Background: an optimization exercise with open tools, aiming at small area. Do not read the settings as production practice. Function was checked by simulation only, so behaviour that the tests miss may differ from the original. Power is estimated from default activity; no workload was simulated.

==> design/flow/design.v <==
module MIPS(
	input clk,
	input rst_n,
	input cpu_en,
	input [7:0] data_read,
	input ram_send,
	input ram_receive,
	output reg cpu_send,
	output reg cpu_receive,
	output reg cpu_ready,
	output reg [15:0] data_addr,
	output reg [7:0] data_store,
	output reg [1:0] mem_ctrl, 
	output reg done
	);
	reg [15:0] R [7:0]; 
	reg [15:0] PC,IR;
	reg [3:0] OP;
	reg [2:0] funct; 
	reg [2:0] state,next_state;
	parameter IDLE = 3'b000,
				 IF = 3'b001,
				 ID = 3'b010,
				 EX = 3'b011,
				 MEM = 3'b100,
				 WB = 3'b101;
	always@(posedge clk)
	begin
		if(~(rst_n&cpu_en))
		begin
			state <= IDLE;
		end
		else
		begin
			case(next_state)
				IDLE:state <= IDLE;
				IF:state <= IF;
				ID:state <= ID;
				EX:state <= EX;
				MEM:state <= MEM;
				WB:state <= WB;
				default:state <= state;
			endcase
		end
	end
	reg [15:0] rs,rt;
	reg [5:0] im;
	reg [11:0] addr;
	reg [15:0] temp;
	reg [1:0] read_cnt;
	reg [1:0] write_cnt;
	reg delay_cnt;
	reg delay_en;
	always@(posedge clk) 
	begin
		if(~(rst_n&cpu_en))
		begin
			cpu_ready <= 1'b0;
			delay_cnt <= 1'b0;
		end
		else if(delay_en)
		begin
			if(delay_cnt)
				cpu_ready <= 1'b0; 
			else
			begin
				cpu_ready <= 1'b1;
				delay_cnt <= 1'b1;
			end
		end
		else
		begin
			cpu_ready <= 1'b0;
			delay_cnt <= 1'b0;
		end
	end
	wire [15:0]PC_1;
	assign PC_1 = PC + 16'd2;
	always@(posedge clk)
	begin
		if(~(rst_n&cpu_en))
		begin
			{R[0],R[1],R[2],R[3],R[4],R[5],R[6],R[7]} <= 128'd0;
			{PC,IR} <= 32'd0;
			{rs,rt} <= 32'd0;
			im <= 6'd0;
			addr <= 12'd0;
			temp <= 16'd0;
			{cpu_receive,cpu_send} <= 2'b00;
			next_state <= IDLE;
			data_addr <= 16'd0;
			data_store <= 8'd0;
			OP <= 4'd0;
			IR <= 16'd0;
			funct <= 3'd0;
			delay_en <= 1'b0;
			done <= 1'b0;
			mem_ctrl <= 2'd0; 
			read_cnt <= 2'd0;
			write_cnt <= 2'd0;
		end
		else
		begin
			case(state)
				IDLE:
				begin
					done <= 1'b0;
					next_state <= IF;
					read_cnt <= 2'd0;
					write_cnt <= 2'd0;
					{cpu_receive,cpu_send} <= 2'b00;
					mem_ctrl <= 2'b00; 
				end
				IF:
				begin
					mem_ctrl <= 2'b10; 
					{cpu_receive,cpu_send} <= 2'b00; 
					if(read_cnt == 2'd0)
					begin
						data_addr <= PC;
						delay_en <= 1'b1;
						if(cpu_receive && ram_send) 
						begin
							cpu_receive <= 1'b0;
							delay_en <= 1'b0;
							read_cnt <= 2'd1;
						end
						else if(ram_send) 
						begin
							IR[15:8] <= data_read;
							if(IR[15:8] == data_read)
								cpu_receive <= 1'b1;
							else
								cpu_receive <= 1'b0;
						end
						else
						begin
							IR[15:8] <= IR[15:8];
							read_cnt <= 2'd0;
						end
					end
					else if(read_cnt == 2'd1)
					begin
						data_addr <= PC + 16'd1;
						delay_en <= 1'b1;
						if(cpu_receive && ram_send) 
						begin
							cpu_receive <= 1'b0;
							delay_en <= 1'b0;
							read_cnt <= 2'd2;
						end
						else if(ram_send) 
						begin
							IR[7:0] <= data_read;
							if(IR[7:0] == data_read)
								cpu_receive <= 1'b1;
							else
								cpu_receive <= 1'b0;
						end
						else
						begin
							IR[7:0] <= IR[7:0];
							read_cnt <= 2'd1;
						end
					end
					else if(read_cnt == 2'd2)
					begin
						next_state <= ID;
						PC <= PC + 16'd2;
						read_cnt <= 2'd0;
						mem_ctrl <= 2'b00; 
						{cpu_receive,cpu_send} <= 2'b00;
					end
					else
					begin
						next_state <= IF;
						PC <= PC;
					end
				end
				ID:
				begin
					OP <= IR[15:12];
					case(IR[11:9])
						3'd0:rs <= R[0];
						3'd1:rs <= R[1];
						3'd2:rs <= R[2];
						3'd3:rs <= R[3];
						3'd4:rs <= R[4];
						3'd5:rs <= R[5];
						3'd6:rs <= R[6];
						3'd7:rs <= R[7];
						default:rs <= 16'd0;
					endcase
					case(IR[8:6])
						3'd0:rt <= R[0];
						3'd1:rt <= R[1];
						3'd2:rt <= R[2];
						3'd3:rt <= R[3];
						3'd4:rt <= R[4];
						3'd5:rt <= R[5];
						3'd6:rt <= R[6];
						3'd7:rt <= R[7];
						default:rt <= 16'd0;
					endcase
					funct <= IR[2:0];
					im <= IR[5:0];
					addr <= IR[11:0];
					next_state <= EX;
				end
				EX:
				begin
					if(OP == 4'b0000) 
					begin
						case(funct)
							3'b000,3'b001:temp <= rs + rt; 
							3'b010,3'b011:temp <= rs - rt; 
							3'b100:temp <= (rs < rt) ? 16'd1:16'd0; 
							3'b101:temp <= rs & rt; 
							3'b110:temp <= rs | rt; 
							3'b111:PC <= rs; 
							default:temp <= 16'd0;
						endcase
					end
					else if(OP[3]) 
					begin
						case(OP)
							4'b1000:temp <= rs + {10'd0,im}; 
							4'b1001:temp <= rs - {10'd0,im}; 
							4'b1010:temp <= rs & {10'd0,im}; 
							4'b1011:temp <= rs | {10'd0,im}; 
							4'b1110:PC <= (rs==rt) ? (PC+16'd2+im<<1):PC; 
							4'b1111:PC <= (rs!=rt) ? (PC+16'd2+im<<1):PC; 
							default:temp <= 16'd0;
						endcase
					end
					else if(OP[2]) 
					begin
						if(OP == 4'b0100) 
							PC <= {PC_1[15:12],addr};
						else if(OP == 4'b0101) 
						begin
							R[7] <= PC;
							PC <= {PC_1[15:12],addr};
						end
					end
					else
						next_state <= IDLE;
					next_state <= MEM;
					read_cnt <= 2'd0;
					write_cnt <= 2'd0;
					data_addr <= 16'd0;
				end
				MEM:
				begin
					case(OP)
						4'b1100: 
							begin
								mem_ctrl <= 2'b10; 
								{cpu_receive,cpu_send} <= 2'b00; 
								if(read_cnt == 2'd0)
								begin
									data_addr <= rs + {10'd0,im};
									delay_en <= 1'b1;
									if(cpu_receive && ram_send) 
									begin
										cpu_receive <= 1'b0;
										delay_en <= 1'b0;
										read_cnt <= 2'd1;
									end
									else if(ram_send) 
									begin
										temp[15:8] <= data_read;
										if(temp[15:8] == data_read)
											cpu_receive <= 1'b1;
										else
											cpu_receive <= 1'b0;
									end
									else
									begin
										temp[15:8] <= temp[15:8];
										read_cnt <= 2'd0;
									end
								end
								else if(read_cnt == 2'd1)
								begin
									data_addr <= rs + {10'd0,im} + 16'd1;
									delay_en <= 1'b1;
									if(cpu_receive && ram_send) 
									begin
										cpu_receive <= 1'b0;
										delay_en <= 1'b0;
										read_cnt <= 2'd2;
									end
									else if(ram_send) 
									begin
										temp[7:0] <= data_read;
										if(temp[7:0] == data_read)
											cpu_receive <= 1'b1;
										else
											cpu_receive <= 1'b0;
									end
									else
									begin
										temp[7:0] <= temp[7:0];
										read_cnt <= 2'd1;
									end
								end
								else if(read_cnt == 2'd2)
								begin
									next_state <= WB;
									read_cnt <= 2'd0;
									mem_ctrl <= 2'b00; 
									{cpu_receive,cpu_send} <= 2'b00;
								end
								else
								begin
									next_state <= MEM;
									temp <= temp;
								end
							end
						4'b1101: 
							begin
								mem_ctrl <= 2'b01; 
								{cpu_receive,cpu_send} <= 2'b00; 
								if(write_cnt == 2'd0)
								begin
									data_addr <= rs + {10'd0,im};
									data_store <= rt[15:8];
									if(cpu_send && ram_receive)
									begin
										cpu_send <= 1'b0;
										write_cnt <= 2'd1;
									end
									else if(data_store == rt[15:8])
										cpu_send <= 1'b1;
									else
									begin
										cpu_send <= 1'b0;
										write_cnt <= 2'd0;
									end
								end
								else if(write_cnt == 2'd1)
								begin
									data_addr <= rs + {10'd0,im} + 16'd1;
									data_store <= rt[7:0];
									if(cpu_send && ram_receive)
									begin
										cpu_send <= 1'b0;
										write_cnt <= 2'd2;
									end
									else if(data_store == rt[7:0])
										cpu_send <= 1'b1;
									else
									begin
										cpu_send <= 1'b0;
										write_cnt <= 2'd1;
									end
								end
								else if(write_cnt == 2'd2)
								begin
									next_state <= WB;
									write_cnt <= 2'd0;
									mem_ctrl <= 2'b00; 
									{cpu_receive,cpu_send} <= 2'b00;
								end
								else
								begin
									next_state <= MEM;
									write_cnt <= write_cnt;
								end
							end
						default:
							begin
								mem_ctrl <= 2'b00; 
								temp <= temp;
								data_store <= 8'd0;
								data_addr <= 8'd0;
								next_state <= WB;
							end
					endcase
				end
				WB:
				begin
					if(OP == 4'b0000) 
					begin
						case(IR[5:3])
							3'd0:R[0] <= temp;
							3'd1:R[1] <= temp;
							3'd2:R[2] <= temp;
							3'd3:R[3] <= temp;
							3'd4:R[4] <= temp;
							3'd5:R[5] <= temp;
							3'd6:R[6] <= temp;
							3'd7:R[7] <= temp;
						endcase
					end
					else if(OP[3]) 
					begin
						if((OP[3:2] == 2'b10) | (OP == 4'b1100)) 
						begin
							case(IR[8:6])
								3'd0:R[0] <= temp;
								3'd1:R[1] <= temp;
								3'd2:R[2] <= temp;
								3'd3:R[3] <= temp;
								3'd4:R[4] <= temp;
								3'd5:R[5] <= temp;
								3'd6:R[6] <= temp;
								3'd7:R[7] <= temp;
							endcase
						end
					end
					else 
						{R[0],R[1],R[2],R[3],R[4],R[5],R[6],R[7]} <= {R[0],R[1],R[2],R[3],R[4],R[5],R[6],R[7]};
					done <= 1'b1;
					next_state <= IDLE;
				end
			endcase
		end
	end
endmodule
==> design/flow/run.sh <==
#!/bin/bash
# synth_recipe.tcl (not shown) runs the flow's synth.tcl, then flattens the netlist and writes it again
# the make line also repeats each setting of config.mk as NAME=value (left out here)
make -C /OpenROAD-flow-scripts/flow DESIGN_CONFIG=/design/flow/config.mk WORK_HOME=/design/flow/orfs CLKGATE_MAP_FILE= SYNTH_SCRIPT=/design/flow/synth_recipe.tcl finish
==> design/flow/config.mk <==
export PLATFORM = sky130hd
export DESIGN_NAME = MIPS
export DESIGN_NICKNAME = MIPS
export VERILOG_FILES = /design/flow/design.v
export SDC_FILE = /design/flow/constraint.sdc
export NUM_CORES = 4
export LEC_CHECK = 0
export CAP_MARGIN = 20
export CORE_MARGIN = 2
export CORE_UTILIZATION = 40
export SLEW_MARGIN = 20
==> design/flow/constraint.sdc <==
create_clock -name core_clock -period 10.0 [get_ports {clk}]
set_input_delay 2.0000 -clock core_clock [delete_from_list [all_inputs] [get_ports {clk}]]
set_output_delay 2.0000 -clock core_clock [all_outputs]
set_load 0.01 [all_outputs]
==> results.txt <==
-- layer usage --
layer	GRT usage	vias to the layer above	part of all wire
li1	-	8441	-
met1	0.391	8898	0.42
met2	0.465	946	0.45
met3	0.0451	173	0.087
met4	0.117	0	0.039
met5	0	-	0
-- layout by cell type (no fill, tap or decap), types with 21 or more instances in the layout --
cell type,Yosys,layout
dfxtp_1,266,263
mux2i_1,175,175
o221ai_1,28,28
and3_1,21,21
ha_1,75,75
nor2_1,299,298
xnor2_1,77,77
nand2_1,198,197
o211ai_1,28,28
clkbuf_16,0,31
xor2_1,41,41
a21oi_1,206,205
clkdlybuf4s50_1,0,42
nand3_1,72,72
o22ai_1,28,28
nor2b_1,22,22
a22oi_1,23,23
buf_4,6,42
o21ai_0,119,119
a31oi_1,29,29
a211oi_1,29,29
inv_1,73,73
nor3_1,65,65
-- cell families (layout without fill, tap and decap cells) --
group | count (synthesis) | in the layout
adder cells (fa/ha/maj) | 80 | 80
AND/OR/NAND/NOR | 783 | 783
XOR/XNOR | 118 | 118
multiplexers | 199 | 199
flip-flops | 266 | 266
buffers and inverters | 279 | 220
AO/OA/AOI/OAI | 667 | 667
-- sequential cells by signal (all words and copies together) (netlist names), 2 cells and up --
name and count:
addr 7, PC 16, data_store 8, im 3, next_state 3, funct 2
R 128, state 3, data_addr 16, rs 16, OP 4, write_cnt 2
IR 16, temp 16, rt 16, mem_ctrl 2, read_cnt 2
-- worst max-delay path, delay by kind of cell (launching register included) --
kind,cells,cell delay (ns)
AOI/OAI and AO/OA,5,1.40
and+or+nand+nor,3,1.25
DFF,1,0.57
adders and majority gates,1,0.48
buffers and inverters,1,0.33
-- power by group through the flow --
stage                     Clock [mW]  Combinational (mW)  Sequential, mW
after global routing            1.24              0.0576            1.06
final                           1.18              0.0545            1.06
after floorplan                    0              0.0342            1.09
after global placement             0              0.0526            1.09
after detailed placement           0              0.0529            1.09
after CTS                       1.19              0.0531            1.06
-- layout make-up --
| cell class | count | share of cell area |
|---|---|---|
| tap | 607 | 0.0373 |
| clock buffer | 50 | 0.0474 |
| inverter | 79 | 0.0145 |
| timing repair buffer | 84 | 0.0361 |
| sequential | 266 | 0.261 |
| clock inverter | 7 | 0.00460 |
| multi-input combinational | 1847 | 0.599 |
-- Yosys cell counts, types with 41 or more instances --
library cell,n,area share
a21oi_1,206,0.055
clkbuf_1,155,0.031
dfxtp_1,266,0.29
ha_1,75,0.050
inv_1,73,0.015
mux2i_1,175,0.094
nand2_1,198,0.040
nand3_1,72,0.019
nor2_1,299,0.060
nor3_1,65,0.017
o21ai_0,119,0.032
xnor2_1,77,0.036
xor2_1,41,0.019
-- path summary, 6_finish.rpt --
check             from         to  cells past startpoint
max              rs[9]      PC[6]                     10
max reg2reg      rs[9]      PC[6]                     10
min reg2reg  delay_cnt  cpu_ready                      1
min          delay_cnt  cpu_ready                      1
==> impl_metrics.env <==
export IMPL_rsz0062_at_grt="false"
export IMPL_synthAdderAreaFrac=0.0558
export IMPL_dr_first_iter_drc_count=2318
export IMPL_core_area_um2=46300
export IMPL_via_per_inst=6.28
export IMPL_synth_simple_area_share=0.192
export IMPL_final_instance_count_excl_fill=2940
export IMPL_skew_ns=0.0205
export IMPL_synth_cell_types=90
export IMPL_layout_setup_ws_ns=5.81
export IMPL_hpwlAfterDp_um=50900
export IMPL_synth_ff_type="dfxtp_1"
export IMPL_ff_latch_area_um2=5330
export IMPL_switchingPower_uw=513
export IMPL_die_w_um=220
export IMPL_synth_seq_cells=266
export IMPL_cpPeakStageDelay_ns=0.66
export IMPL_required_ns=10.44
export IMPL_p_per_area_nw_per_um2=113
export IMPL_cts_root_buffer_cell="clkbuf_16"
export IMPL_grt_pass1_vias=17100
export IMPL_swShare=0.224
export IMPL_final_setup_tns_ns=0
export IMPL_hold_buffers=0
export IMPL_hold_class="flop to flop"
export IMPL_design_die_area_um2=48300
export IMPL_finalCritPeriodShare=0.419
export IMPL_clk_path_buf_depth=3
export IMPL_yosysSeqAreaShare=0.286
export IMPL_cp_max_fo=27
export IMPL_layout_nets=2402
export IMPL_setup_violations=0
export IMPL_p_total_mw=2.30
export IMPL_crit_arrival_ns=4.63
export IMPL_leakage_nw=6.98
export IMPL_grt_pass1_wl_um=107000
export IMPL_peakVddDrop_uv=118
export IMPL_grt_overflow_total=0
export IMPL_power_internal_mw=1.78
export IMPL_synth_area_um2=18600
export IMPL_num_fill_cells=4665
export IMPL_cts_tree="done"
export IMPL_relSlewSlack=0.275
export IMPL_syn_nets=2485
export IMPL_routabilityCongestion=1.02
export IMPL_n_antenna_cell=0
export IMPL_drc=0
export IMPL_crit_path_end_kind="flop"
export IMPL_grt_max_degree=84
export IMPL_grt_usage=0.291
export IMPL_power_frac_clock=0.514
export IMPL_critPathKind="flop to flop"
export IMPL_final_layout_size_suffix_gt1_frac=0.0686
export IMPL_vias=18500
export IMPL_synth_xor_area_share=0.0555
export IMPL_max_freq_ghz=0.239
export IMPL_numCtsBuffers=31
export IMPL_crit_path_cell_trace="clkinv_1, ha_1, nor4_1, nand4b_1, or4_1, a31oi_1, a21oi_1, a21oi_4, a21boi_0, o22ai_1"
export IMPL_place_area_um2=19300
export IMPL_clk_latency_ns=0.60
export IMPL_r2r_setup_slack_ns=5.81
export IMPL_multi_input_area_um2=12200
export IMPL_first_pass_iters=6
export IMPL_die_y_um=220
export IMPL_holdWs_ns=0.382
export IMPL_cts_sinks=266
export IMPL_comb_power_share=0.024
export IMPL_wirelength_um=71700
export IMPL_cp_slowest_cell="a21oi_4"
export IMPL_dpl_worst_slack_ns=5.36
export IMPL_async_flop_share=0
export IMPL_htreeDepth=1
export IMPL_synth_cells=2392
export IMPL_outcome="no timing/DRC/antenna violations"
export IMPL_seq_power_share=0.463
export IMPL_syn_to_final_growth_pct=9.57
export IMPL_portBuffers=42
export IMPL_io_pins=43
export IMPL_antenna_found_initial=1
export IMPL_synthMuxAreaShare=0.117
export IMPL_startpoint_type="flop"
export IMPL_antenna_left=0
export IMPL_synth_edf_count=0
export IMPL_placed_cells=2883
export IMPL_synth_top_family_by_area="compound AO/OA/AOI/OAI gates"
export IMPL_max_cap_viol_count=0
export IMPL_post_cts_buffers=0
export IMPL_wire_per_inst_um=24.4
export IMPL_fin_area_um2=20400
export IMPL_start_util=0.402
export IMPL_finalMaxSlewViolations=0
export IMPL_yosysWarnings=2
export IMPL_utilization=0.441
export IMPL_synth_compound_area_frac=0.234
export IMPL_min_period_ns=4.19
export IMPL_hold_viol=0
export IMPL_cts_clk_slew_worst_paths_ns=0.06
export IMPL_cts_resized=0
export IMPL_tightest_slew_ns=1.08
export IMPL_rows=79
export IMPL_avgSynthCellArea_um2=7.78

==> separate check: timing with driven ports <==
In the flow no input, the clock included, has a driving cell. The finished layout below was timed again as built, in two steps. Step 1 assumes that a clkbuf_16 drives the clock port and a buf_2 every other input. Step 2 adds t to the input delays and takes it off the output delays; t is the mean of the earliest and latest rising clock arrival at the registers after step 1. Input paths then give back, and output paths get back, about the clock's delay inside the block. Slacks: ideal / step 1 / step 2; pairs: ideal / step 1.
t (ns): 0.639
setup slack, ns: 5.807 / 5.807 / 5.264
hold WS [ns]: 0.382 / 0.382 / 0.382
pins driven straight from the clock port: 1
After both steps setup and hold are still met in this run. For this run, drivers alone change the setup slack by 0.000 ns; drivers and shift together by -0.543 ns.
